Background: an optimization exercise with open tools, aiming at small area, a short achievable clock period and few clock cycles per item. Do not read the settings as production practice. Function was checked by simulation only, so behaviour that the tests miss may differ from the original. Power figures rest on the tool's default switching activity, not on a simulated workload.

Design ELA, start of the top module:
module ELA(clk, rst, in_data, data_rd, req, wen, addr, data_wr, done);
	input				clk;
	input				rst;
	input		[7:0]	in_data;
	input		[7:0]	data_rd;
	output reg			req;
	output reg			wen;
	output reg	[9:0]	addr;
	output reg	[7:0]	data_wr;
	output reg			done;
reg				s_start;	 
reg				s_arr;		 
reg				s_rt;		 
reg				s_rb;		 
reg				s_w;		 
reg				s_fin;		 
reg		[3:0]	r;			 
reg				head;		 
reg				h0;			 
reg				c_rt;		 
reg				c_rb;
reg				c_w;
reg				go_int;		 
reg				row0_end;	 
reg				tail;		 
reg				edge_px;	 
reg		[7:0]	opa, opb, u0, u1, v0;
reg		[7:0]	dreg, sreg;	 
reg		[7:0]	best;		 
reg				cur_r;		 
wire	[4:0]	col = addr[4:0];
wire	[3:0]	rm1 = r - 4'd1;
always @(posedge clk or posedge rst) begin
	if (rst) begin
		s_start <= 1'b1;
		s_arr <= 1'b0;
		s_rt <= 1'b0;
		s_rb <= 1'b0;
		s_w <= 1'b0;
		s_fin <= 1'b0;
	end else begin
		s_start <= 1'b0;
		s_arr <= s_start || (s_arr && !go_int) || (tail && r != 4'd15);
		s_rt <= go_int || (s_w && !tail);
		s_rb <= s_rt;
		s_w <= s_rb;
		s_fin <= s_fin || (tail && r == 4'd15);
	end
end
always @(posedge clk) begin
	go_int <= s_arr && !req && (col == 5'd29) && (r != 4'd0);
	row0_end <= s_arr && !req && (col == 5'd29) && (r == 4'd0);
	tail <= s_rb && !head && (col == 5'd0);
	edge_px <= (s_w && col == 5'd31) || (s_rt && edge_px);
	c_rt <= go_int || (s_w && !tail);
	c_rb <= s_rt;
	c_w <= s_rb;
	done <= s_fin;
	req <= s_start || (row0_end) || (tail && r != 4'd15);
	if (s_start)
		r <= 4'd0;
	else if ((row0_end) || tail)
		r <= r + 4'd1;
	if (go_int)
		h0 <= 1'b1;
	else if (s_rb)
		h0 <= 1'b0;
	if (go_int)
		head <= 1'b1;
	else if (s_rb && col == 5'd1)
		head <= 1'b0;
	wen <= (s_arr && !go_int) || (s_rb && (!head || h0)) || tail;
end
reg		[4:0]	col_inc;
always @(*) begin
	if (s_rt)
		col_inc = 5'd0;
	else if (s_rb)
		col_inc = h0 ? 5'd31 : 5'd30;
	else if (s_w && !tail)
		col_inc = head ? 5'd2 : 5'd3;
	else if (go_int)
		col_inc = 5'd2;
	else
		col_inc = 5'd1;
end
always @(posedge clk) begin
  ...
Size in the first run: about 500 cells after synthesis, ~110 flip-flops, roughly 39 I/O pins, ~4700 µm² of cells after synthesis.
==> module ELA, before the edit <==
module ELA(clk, rst, in_data, data_rd, req, wen, addr, data_wr, done);
	input				clk;
	input				rst;
	input		[7:0]	in_data;
	input		[7:0]	data_rd;
	output reg			req;
	output reg			wen;
	output reg	[9:0]	addr;
	output reg	[7:0]	data_wr;
	output reg			done;
reg				s_start;	 
reg				s_arr;		 
reg				s_rt;		 
reg				s_rb;		 
reg				s_w;		 
reg				s_fin;		 
reg		[3:0]	r;			 
reg				head;		 
reg				h0;			 
reg				c_rt;		 
reg				c_rb;
reg				c_w;
reg				go_int;		 
reg				row0_end;	 
reg				tail;		 
reg				edge_px;	 
reg		[7:0]	opa, opb, u0, u1, v0;
reg		[7:0]	dreg, sreg;	 
reg		[7:0]	best;		 
reg				cur_r;		 
wire	[4:0]	col = addr[4:0];
wire	[3:0]	rm1 = r - 4'd1;
always @(posedge clk or posedge rst) begin
	if (rst) begin
		s_start <= 1'b1;
		s_arr <= 1'b0;
		s_rt <= 1'b0;
		s_rb <= 1'b0;
		s_w <= 1'b0;
		s_fin <= 1'b0;
	end else begin
		s_start <= 1'b0;
		s_arr <= s_start || (s_arr && !go_int) || (tail && r != 4'd15);
		s_rt <= go_int || (s_w && !tail);
		s_rb <= s_rt;
		s_w <= s_rb;
		s_fin <= s_fin || (tail && r == 4'd15);
	end
end
always @(posedge clk) begin
	go_int <= s_arr && !req && (col == 5'd29) && (r != 4'd0);
	row0_end <= s_arr && !req && (col == 5'd29) && (r == 4'd0);
	tail <= s_rb && !head && (col == 5'd0);
	edge_px <= (s_w && col == 5'd31) || (s_rt && edge_px);
	c_rt <= go_int || (s_w && !tail);
	c_rb <= s_rt;
	c_w <= s_rb;
	done <= s_fin;
	req <= s_start || (row0_end) || (tail && r != 4'd15);
	if (s_start)
		r <= 4'd0;
	else if ((row0_end) || tail)
		r <= r + 4'd1;
	if (go_int)
		h0 <= 1'b1;
	else if (s_rb)
		h0 <= 1'b0;
	if (go_int)
		head <= 1'b1;
	else if (s_rb && col == 5'd1)
		head <= 1'b0;
	wen <= (s_arr && !go_int) || (s_rb && (!head || h0)) || tail;
end
reg		[4:0]	col_inc;
always @(*) begin
	if (s_rt)
		col_inc = 5'd0;
	else if (s_rb)
		col_inc = h0 ? 5'd31 : 5'd30;
	else if (s_w && !tail)
		col_inc = head ? 5'd2 : 5'd3;
	else if (go_int)
		col_inc = 5'd2;
	else
		col_inc = 5'd1;
end
always @(posedge clk) begin
	addr[4:0] <= (s_arr && req) ? 5'd0 : col + col_inc;
	addr[5] <= (s_rb && !h0) || tail;
	addr[9:6] <= ((s_arr && !go_int) || s_rt || (s_rb && h0)) ? r : rm1;
end
always @(posedge clk) begin
	if (c_rt)
		opa[3:0] <= u0[3:0];
	else if (c_rb)
		opa[3:0] <= data_rd[3:0];
	else
		opa[3:0] <= u1[3:0];
	if (c_rt)
		opa[7:4] <= u0[7:4];
	else if (c_rb)
		opa[7:4] <= data_rd[7:4];
	else
		opa[7:4] <= u1[7:4];
	if (c_w) begin
		u0 <= opa;
		u1 <= u0;
	end
	if (c_rb) begin
		opb <= v0;
		v0 <= opb;
	end else if (c_w) begin
		opb <= data_rd;
	end
end
reg		[7:0]	dg, dp, dG, dP;
reg		[7:0]	sg, sp, sG, sP;
reg		[7:0]	absd, avg;
integer			i, k;
always @(*) begin
	dg = opa & ~opb;
	dp = opa ^ ~opb;
	sg = opa & opb;
	sp = opa ^ opb;
	dG = dg;
	dP = dp;
	sG = sg;
	sP = sp;
	for (k = 1; k < 8; k = k * 2) begin
		for (i = 7; i >= k; i = i - 1) begin
			dG[i] = dG[i] | (dP[i] & dG[i-k]);
			dP[i] = dP[i] & dP[i-k];
			sG[i] = sG[i] | (sP[i] & sG[i-k]);
			sP[i] = sP[i] & sP[i-k];
		end
	end
	absd[0] = dp[0] ^ 1'b1;
	for (i = 1; i < 8; i = i + 1)
		absd[i] = dp[i] ^ (dG[i-1] | dP[i-1]);
	if (!(dG[7] | dP[7])) begin
		absd[0] = ~dp[0];
		for (i = 1; i < 8; i = i + 1)
			absd[i] = ~(dp[i] ^ dG[i-1]);
	end
	for (i = 1; i < 8; i = i + 1)
		avg[i-1] = sp[i] ^ sG[i-1];
	avg[7] = sG[7];
end
always @(posedge clk) begin
	dreg <= absd;
	sreg <= avg;
end
wire			cin = s_rb && cur_r;
reg		[7:0]	cG, cP;
always @(*) begin
	cG = best & ~dreg;
	cP = best ^ ~dreg;
	for (k = 1; k < 8; k = k * 2)
		for (i = 7; i >= k; i = i - 1) begin
			cG[i] = cG[i] | (cP[i] & cG[i-k]);
			cP[i] = cP[i] & cP[i-k];
		end
end
wire			win = cG[7] | (cP[7] & cin);
always @(posedge clk) begin
	if (s_w || (s_rt && !edge_px && !h0 && win)) begin
		best <= dreg;
		cur_r <= s_rt;
	end
	if (s_arr)
		data_wr <= in_data;
	else if (s_w || ((s_rt || s_rb) && !edge_px && !h0 && win))
		data_wr <= sreg;
end
endmodule
==> flow/config.mk <==
export PLATFORM = sky130hd
export DESIGN_NAME = ELA
export DESIGN_NICKNAME = ELA
export VERILOG_FILES = /design/flow/design.v
export SDC_FILE = /design/flow/constraint.sdc
export NUM_CORES = 4
export LEC_CHECK = 0
export ABC_AREA = 1
export CAP_MARGIN = 20
export CORE_MARGIN = 2
export CORE_UTILIZATION = 70
export SETUP_SLACK_MARGIN = 3.8
export SLEW_MARGIN = 20
export TNS_END_PERCENT = 5
==> flow/constraint.sdc <==
create_clock -name core_clock -period 5.5 [get_ports {clk}]
set_input_delay 1.1000 -clock core_clock [delete_from_list [all_inputs] [get_ports {clk}]]
set_output_delay 1.1000 -clock core_clock [all_outputs]
set_load 0.01 [all_outputs]
standard.sh (not shown) runs the stock make flow with config.mk's settings and CLKGATE_MAP_FILE= SYNTH_SCRIPT=/design/flow/synth_recipe.tcl, a recipe that flattens the netlist after the stock synthesis.
==> flow/flow/run.sh <==
#!/bin/bash
# Standard layout with two changes: the port buffers are buf_2 cells instead
# of the delay buffers buffer_ports picks by default, and clock tree
# synthesis runs with the arguments below (no dummy loads).
set -euo pipefail
export BUFFER_PORTS_ARGS="-buffer_cell sky130_fd_sc_hd__buf_2"
export CTS_ARGS="-sink_clustering_enable -repair_clock_nets -dont_use_dummy_load"
bash standard.sh > standard.log 2>&1
The starting point went through all stages and came out clean.
Testbench counts at the start, summed over its fixed seeds: cycles 63,968, images 32.
Next try:
--- a/flow/design.v
+++ b/flow/design.v
@@ -17,11 +17,8 @@
 reg				s_fin;		 
 reg		[3:0]	r;			 
 reg				head;		 
 reg				h0;			 
-reg				c_rt;		 
-reg				c_rb;
-reg				c_w;
 reg				go_int;		 
 reg				row0_end;	 
 reg				tail;		 
 reg				edge_px;	 
@@ -52,11 +49,8 @@
 	go_int <= s_arr && !req && (col == 5'd29) && (r != 4'd0);
 	row0_end <= s_arr && !req && (col == 5'd29) && (r == 4'd0);
 	tail <= s_rb && !head && (col == 5'd0);
 	edge_px <= (s_w && col == 5'd31) || (s_rt && edge_px);
-	c_rt <= go_int || (s_w && !tail);
-	c_rb <= s_rt;
-	c_w <= s_rb;
 	done <= s_fin;
 	req <= s_start || (row0_end) || (tail && r != 4'd15);
 	if (s_start)
 		r <= 4'd0;
@@ -90,28 +84,28 @@
 	addr[5] <= (s_rb && !h0) || tail;
 	addr[9:6] <= ((s_arr && !go_int) || s_rt || (s_rb && h0)) ? r : rm1;
 end
 always @(posedge clk) begin
-	if (c_rt)
+	if (s_rt)
 		opa[3:0] <= u0[3:0];
-	else if (c_rb)
+	else if (s_rb)
 		opa[3:0] <= data_rd[3:0];
 	else
 		opa[3:0] <= u1[3:0];
-	if (c_rt)
+	if (s_rt)
 		opa[7:4] <= u0[7:4];
-	else if (c_rb)
+	else if (s_rb)
 		opa[7:4] <= data_rd[7:4];
 	else
 		opa[7:4] <= u1[7:4];
-	if (c_w) begin
+	if (s_w) begin
 		u0 <= opa;
 		u1 <= u0;
 	end
-	if (c_rb) begin
+	if (s_rb) begin
 		opb <= v0;
 		v0 <= opb;
-	end else if (c_w) begin
+	end else if (s_w) begin
 		opb <= data_rd;
 	end
 end
 reg		[7:0]	dg, dp, dG, dP;
- final area came out higher slightly
- sequential share of layout area falls by 1.7 points
- area after synthesis drops slightly
- combinational power is higher by about a fifth
- core utilization increases by 1.7 points
- setup slack loses 0.016 ns
- global-route usage increases by 1.5 points
- die area came out lower slightly
- count of clock-buffer cells in the layout stays the same
- via count went up by a few percent
Testbench counts after the change, summed over its fixed seeds: cycles 63,968, images 32.

## afterwards: timing with drivers on the ports
The flow's constraints put no driver on any port. The routed layouts listed below were extracted and timed again, unchanged, in two steps.
Step 1, drivers: a clkbuf_16 drives clk and a buf_2 each remaining input, both assumed.
Step 2 adds t to the input delays and takes it off the output delays; t is the mean of the earliest and latest rising clock arrival at the registers after step 1. Input paths then give back, and output paths get back, about the clock's delay inside the block.
Slacks: ideal ports / drivers / drivers and shift; pairs: ideal ports / drivers.
| run | shift t [ns] | slack for setup (ns) | latest minus earliest clock arrival (ns) | cell pins on the clock port's net |
|---|---|---|---|---|
| the first run | 0.382 | 3.515 / 3.485 / 3.546 | 0.028 / 0.027 | 1 |
| the second run | 0.382 | 3.499 / 3.472 / 3.586 | 0.029 / 0.029 | 1 |
After both steps setup and hold are still met in every run listed.
